This is an optimization exercise on Yosys and OpenROAD, whose aim is small area, a short achievable clock period and few clock cycles, not a production implementation. Function was checked by simulation only, so behaviour that the tests miss may differ from the original.

## wip/lagoon
## Milestone1
module Milestone1 (
	input  logic        Clock,
	input  logic        Resetn,
	input  logic        Enable,
	output logic [17:0] SRAM_address,
	input  logic [15:0] SRAM_read_data,
	output logic [15:0] SRAM_write_data,
	output logic        SRAM_we_n
);
localparam [17:0] U_BASE   = 18'd38400;
localparam [17:0] V_BASE   = 18'd57600;
localparam [17:0] RGB_BASE = 18'd146944;
logic       busy, first, oddB;
logic [7:0] col;
logic [3:0] ph;
logic [15:0] p;    
logic [17:0] wa;   
logic [7:0] wU [0:5];
logic [7:0] wV [0:5];
logic [7:0] hU, vh1, vh2;
logic [15:0] Yh;
logic [7:0] B0h, G1h, B1h;
wire [7:0] rd_hi = SRAM_read_data[15:8];
wire [7:0] rd_lo = SRAM_read_data[7:0];
logic selV;   
wire [7:0] fa = selV ? wV[0] : wU[0];
wire [7:0] fb = selV ? wV[1] : wU[1];
wire [7:0] fc = selV ? wV[2] : wU[2];
wire [7:0] fd = selV ? wV[3] : wU[3];
wire [7:0] fe = selV ? wV[4] : wU[4];
wire [7:0] ff = selV ? wV[5] : wU[5];
logic [8:0] s1, s2, s3;
always_ff @(posedge Clock) begin
	s1 <= fa + ff;
	s2 <= fb + fe;
	s3 <= fc + fd;
end
wire tf_0 = s1[7] ^ s1[5];
  ...
export LEC_CHECK = 0
export CAP_MARGIN = 20
export CORE_MARGIN = 2
export CORE_UTILIZATION = 60
export PLACE_DENSITY = 0.75
export SETUP_SLACK_MARGIN = 5
export SLEW_MARGIN = 20
create_clock -name core_clock -period 12.0 [get_ports {Clock}]
standard.sh (not shown) runs the stock make flow with config.mk's settings and CLKGATE_MAP_FILE= SYNTH_SCRIPT=/design/flow/synth_recipe.tcl, a recipe that flattens the netlist after the stock synthesis.
==> flow/flow/run.sh <==
#!/bin/bash
set -euo pipefail
sed 's/SETUP_SLACK_MARGIN=5 /SETUP_SLACK_MARGIN=8.6 /' standard.sh > standard_margin.sh
grep -q 'SETUP_SLACK_MARGIN=8.6 ' standard_margin.sh
bash standard_margin.sh > standard_margin.log 2>&1
Testbench counts of wip/lagoon, summed over its fixed seeds: cycles 1,545,712.
Modified inputs, wip/juniper compared to wip/lagoon
Settings: PLACE_DENSITY: 0.75 -> 0.6; CORE_UTILIZATION: 60 -> 40.
==> flow/run.sh (new file) <==
#!/bin/bash
# synth_recipe.tcl (not shown) runs the flow's synth.tcl, then flattens the netlist and writes it again
# the make line also repeats each setting of config.mk as NAME=value (left out here)
make -C /OpenROAD-flow-scripts/flow DESIGN_CONFIG=/design/flow/config.mk WORK_HOME=/design/flow/orfs CLKGATE_MAP_FILE= SYNTH_SCRIPT=/design/flow/synth_recipe.tcl finish
removed: flow/flow/run.sh
removed: flow/standard.sh
[summary]
Having completed the whole flow, wip/juniper delivered a layout that passed the timing, design-rule and antenna checks.
The final setup slack of the worst path of wip/juniper was inferior to that of wip/lagoon.
Comparing wip/juniper with wip/lagoon, the worst hold slack came out essentially unchanged.
wip/juniper has growth of design area from synthesis to finish below what wip/lagoon had.
Delta (wip/juniper minus wip/lagoon): overall track demand over capacity in global routing shows a reduction of 9.0 points, final core utilization down 23 points, amount of wire on met3 after detailed routing fell 33%.
Relative to wip/lagoon, the final cell area reported for wip/juniper is lower.
Input-level comparison between wip/pepper and wip/juniper:
Settings: changing CORE_UTILIZATION from 40 to 60; changing PLACE_DENSITY from 0.6 to 0.75.
==> flow/flow/run.sh (new file) <==
#!/bin/bash
set -euo pipefail
sed 's/SETUP_SLACK_MARGIN=5 /SETUP_SLACK_MARGIN=8 /' standard.sh > standard_margin.sh
grep -q 'SETUP_SLACK_MARGIN=8 ' standard_margin.sh
bash standard_margin.sh > standard_margin.log 2>&1
==> flow/standard.sh (new file) <==
#!/bin/bash
# synth_recipe.tcl (not shown) runs the flow's synth.tcl, then flattens the netlist and writes it again
# the make line also repeats each setting of config.mk as NAME=value (left out here)
make -C /OpenROAD-flow-scripts/flow DESIGN_CONFIG=/design/flow/config.mk WORK_HOME=/design/flow/orfs CLKGATE_MAP_FILE= SYNTH_SCRIPT=/design/flow/synth_recipe.tcl "${@:-finish}"
removed: flow/run.sh
==> results.txt <==
- Layout clock buffer count: wip/pepper higher than wip/juniper
- Against wip/juniper, placement row count in wip/pepper fell by more than 10%.
- The worst hold slack reported for wip/pepper is greater than that of wip/juniper by 7.0 ps.
- Largest fanout on the critical path: wip/pepper vs wip/juniper down 9
- Global-route wire length before repair, wip/pepper and wip/juniper: smaller value in wip/pepper
Edits applied to the flow inputs when going from wip/pepper to wip/cedar:
Settings: CTS_CLUSTER_SIZE now 30, previously not set; CTS_CLUSTER_DIAMETER now 60, previously not set.
==> flow/flow/run.sh <==
#!/bin/bash
set -euo pipefail
sed 's/SETUP_SLACK_MARGIN=5 /SETUP_SLACK_MARGIN=8.6 /' standard.sh > standard_margin.sh
grep -q 'SETUP_SLACK_MARGIN=8.6 ' standard_margin.sh
bash standard_margin.sh > standard_margin.log 2>&1
Results
- Instance area at placement: wip/pepper vs wip/cedar, no meaningful difference
- Sequential share of layout area of wip/cedar is on par with wip/pepper.
- Going from wip/pepper to wip/cedar, the first-iteration DRC count was found to have gone up by about 24%.
- Routed wire in wip/cedar totals more than in wip/pepper.
- When wip/cedar is set beside wip/pepper, its time the final worst path needs with I/O delays and setup turns out to be 240 ps smaller.
- Comparing wip/cedar with wip/pepper, the instance count on the critical path came out essentially unchanged.
- The sequential cell area in wip/cedar sits about 0.8% above the value recorded for wip/pepper.

---

purple:
Another version of the RTL of Milestone1 (not shown whole).
Size in the first run: about 2200 cells after synthesis, ~410 flip-flops, about 26000 µm² of cells after synthesis.
## Milestone1
module Milestone1 (
	input  logic        Clock,
	input  logic        Resetn,
	input  logic        Enable,
	output logic [17:0] SRAM_address,
	input  logic [15:0] SRAM_read_data,
	output logic [15:0] SRAM_write_data,
	output logic        SRAM_we_n
);
localparam [17:0] U_BASE   = 18'd38400;
localparam [17:0] V_BASE   = 18'd57600;
localparam [17:0] RGB_BASE = 18'd146944;
logic       busy, first, oddB;
logic [7:0] col;
logic [3:0] ph;
logic [15:0] p;    
logic [17:0] wa;   
logic [7:0] wU [0:5];
logic [7:0] wV [0:5];
logic [7:0] hU, vh1, vh2;
logic [7:0] Y1h;    
logic [7:0] B0h, G1h, B1h;
wire [7:0] rd_hi = SRAM_read_data[15:8];
wire [7:0] rd_lo = SRAM_read_data[7:0];
logic selV;   
logic selE;   
wire [7:0] fa = selV ? wV[0] : wU[0];
wire [7:0] fb = selV ? wV[1] : wU[1];
wire [7:0] fc = selV ? wV[2] : wU[2];
wire [7:0] fd = selV ? wV[3] : wU[3];
wire [7:0] fe = selV ? wV[4] : wU[4];
wire [7:0] ff = selV ? wV[5] : wU[5];
logic [8:0] s1, s2, s3;
always_ff @(posedge Clock) begin
	s1 <= fa + ff;
	s2 <= fb + fe;
	s3 <= fc + fd;
end
wire tf_0 = s1[7] ^ s1[5];
wire tf_1 = s1[7] & s1[5];
wire tf_2 = s1[8] ^ s1[6];
wire tf_3 = s1[8] & s1[6];
wire tf_4 = s1[5] ^ s1[3];
wire tf_5 = s1[5] & s1[3];
wire tf_6 = s1[6] ^ s1[4] ^ s1[2];
wire tf_7 = (s1[6] & s1[4]) | (s1[6] & s1[2]) | (s1[4] & s1[2]);
wire tf_8 = s2[4] ^ s2[0] ^ s3[6];
wire tf_9 = (s2[4] & s2[0]) | (s2[4] & s3[6]) | (s2[0] & s3[6]);
wire tf_10 = tf_0 ^ s1[3] ^ s2[3];
wire tf_11 = (tf_0 & s1[3]) | (tf_0 & s2[3]) | (s1[3] & s2[3]);
wire tf_12 = s2[5] ^ s2[1] ^ s3[7];
wire tf_13 = (s2[5] & s2[1]) | (s2[5] & s3[7]) | (s2[1] & s3[7]);
wire tf_14 = s3[2] ^ s3[0];
wire tf_15 = s3[2] & s3[0];
wire tf_16 = tf_1 ^ tf_2 ^ s1[4];
wire tf_17 = (tf_1 & tf_2) | (tf_1 & s1[4]) | (tf_2 & s1[4]);
wire tf_18 = s2[4] ^ s3[3] ^ s3[1];
wire tf_19 = (s2[4] & s3[3]) | (s2[4] & s3[1]) | (s3[3] & s3[1]);
wire tf_20 = s2[6] ^ s2[2] ^ s3[8];
wire tf_21 = (s2[6] & s2[2]) | (s2[6] & s3[8]) | (s2[2] & s3[8]);
wire tf_22 = tf_3 ^ s1[7] ^ s1[5];
wire tf_23 = (tf_3 & s1[7]) | (tf_3 & s1[5]) | (s1[7] & s1[5]);
wire tf_24 = s2[5] ^ s3[4] ^ s3[2];
wire tf_25 = (s2[5] & s3[4]) | (s2[5] & s3[2]) | (s3[4] & s3[2]);
wire tf_26 = s2[7] ^ s2[3];
wire tf_27 = s2[7] & s2[3];
wire tf_28 = s1[8] ^ s1[6] ^ s2[6];
wire tf_29 = (s1[8] & s1[6]) | (s1[8] & s2[6]) | (s1[6] & s2[6]);
  ...
clock: 12.0 ns
lec_check: 0
cap_margin: 20
core_margin: 2
core_utilization: 60
cts_cluster_diameter: 100
cts_cluster_size: 24
place_density: 0.75
setup_slack_margin: 5
slew_margin: 20
==> flow/flow/run.sh <==
#!/bin/bash
set -euo pipefail
sed 's/SETUP_SLACK_MARGIN=5 /SETUP_SLACK_MARGIN=8.2 /' standard.sh > standard_margin.sh
grep -q 'SETUP_SLACK_MARGIN=8.2 ' standard_margin.sh
bash standard_margin.sh > standard_margin.log 2>&1
purple: all stages complete, timing, DRC and antenna checks passed
Testbench counts of purple, summed over its fixed seeds: cycles 1,545,712.
Input changes introduced in orange (baseline for comparison: purple):
==> flow/flow/run.sh <==
#!/bin/bash
set -euo pipefail
sed 's/SETUP_SLACK_MARGIN=5 /SETUP_SLACK_MARGIN=8.4 /' standard.sh > standard_margin.sh
grep -q 'SETUP_SLACK_MARGIN=8.4 ' standard_margin.sh
bash standard_margin.sh > standard_margin.log 2>&1
==> comparison <==
- On sequential cell area, purple tracks orange almost exactly.
- Cmp orange and purple / final critical delay including setup and external delays / higher: purple
- As far as clock latency on the worst-skew pair is concerned, orange and purple perform about the same.
- The hold slack on orange is in line with that on purple.
- Diff orange..purple | count of H-tree levels built during CTS | unchanged
- purple has a lower final standard cell count with taps included and fillers excluded than orange.

==> afterwards: timing with drivers on the ports <==
No port has a modelled driver above. Below, the same layouts with a new extraction and two added sets of constraints. Step 1 assumes that a clkbuf_16 drives the clock port and a buf_2 every other input. Step 2 also shifts input and output timing later by t, the mid clock arrival at the registers, as if the neighbouring blocks saw the same clock. a / b / c = no drivers / after step 1 / after step 2; a / b = the first two.
run	t, ns	setup WS [ns]	latest minus earliest clock arrival (ns)	worst data-port slew with drivers (ns)
wip/lagoon	0.630	8.401 / 8.345 / 8.457	0.016 / 0.016	0.04
wip/juniper	0.641	7.806 / 7.806 / 7.806	0.043 / 0.043	0.04
wip/pepper	0.627	8.142 / 8.086 / 8.181	0.031 / 0.031	0.03
wip/cedar	0.654	8.382 / 8.324 / 8.458	0.028 / 0.028	0.04
purple	0.609	8.278 / 8.222 / 8.388	0.020 / 0.020	0.03
orange	0.611	8.405 / 8.345 / 8.479	0.021 / 0.021	0.03
After both steps setup and hold are still met in every run listed.
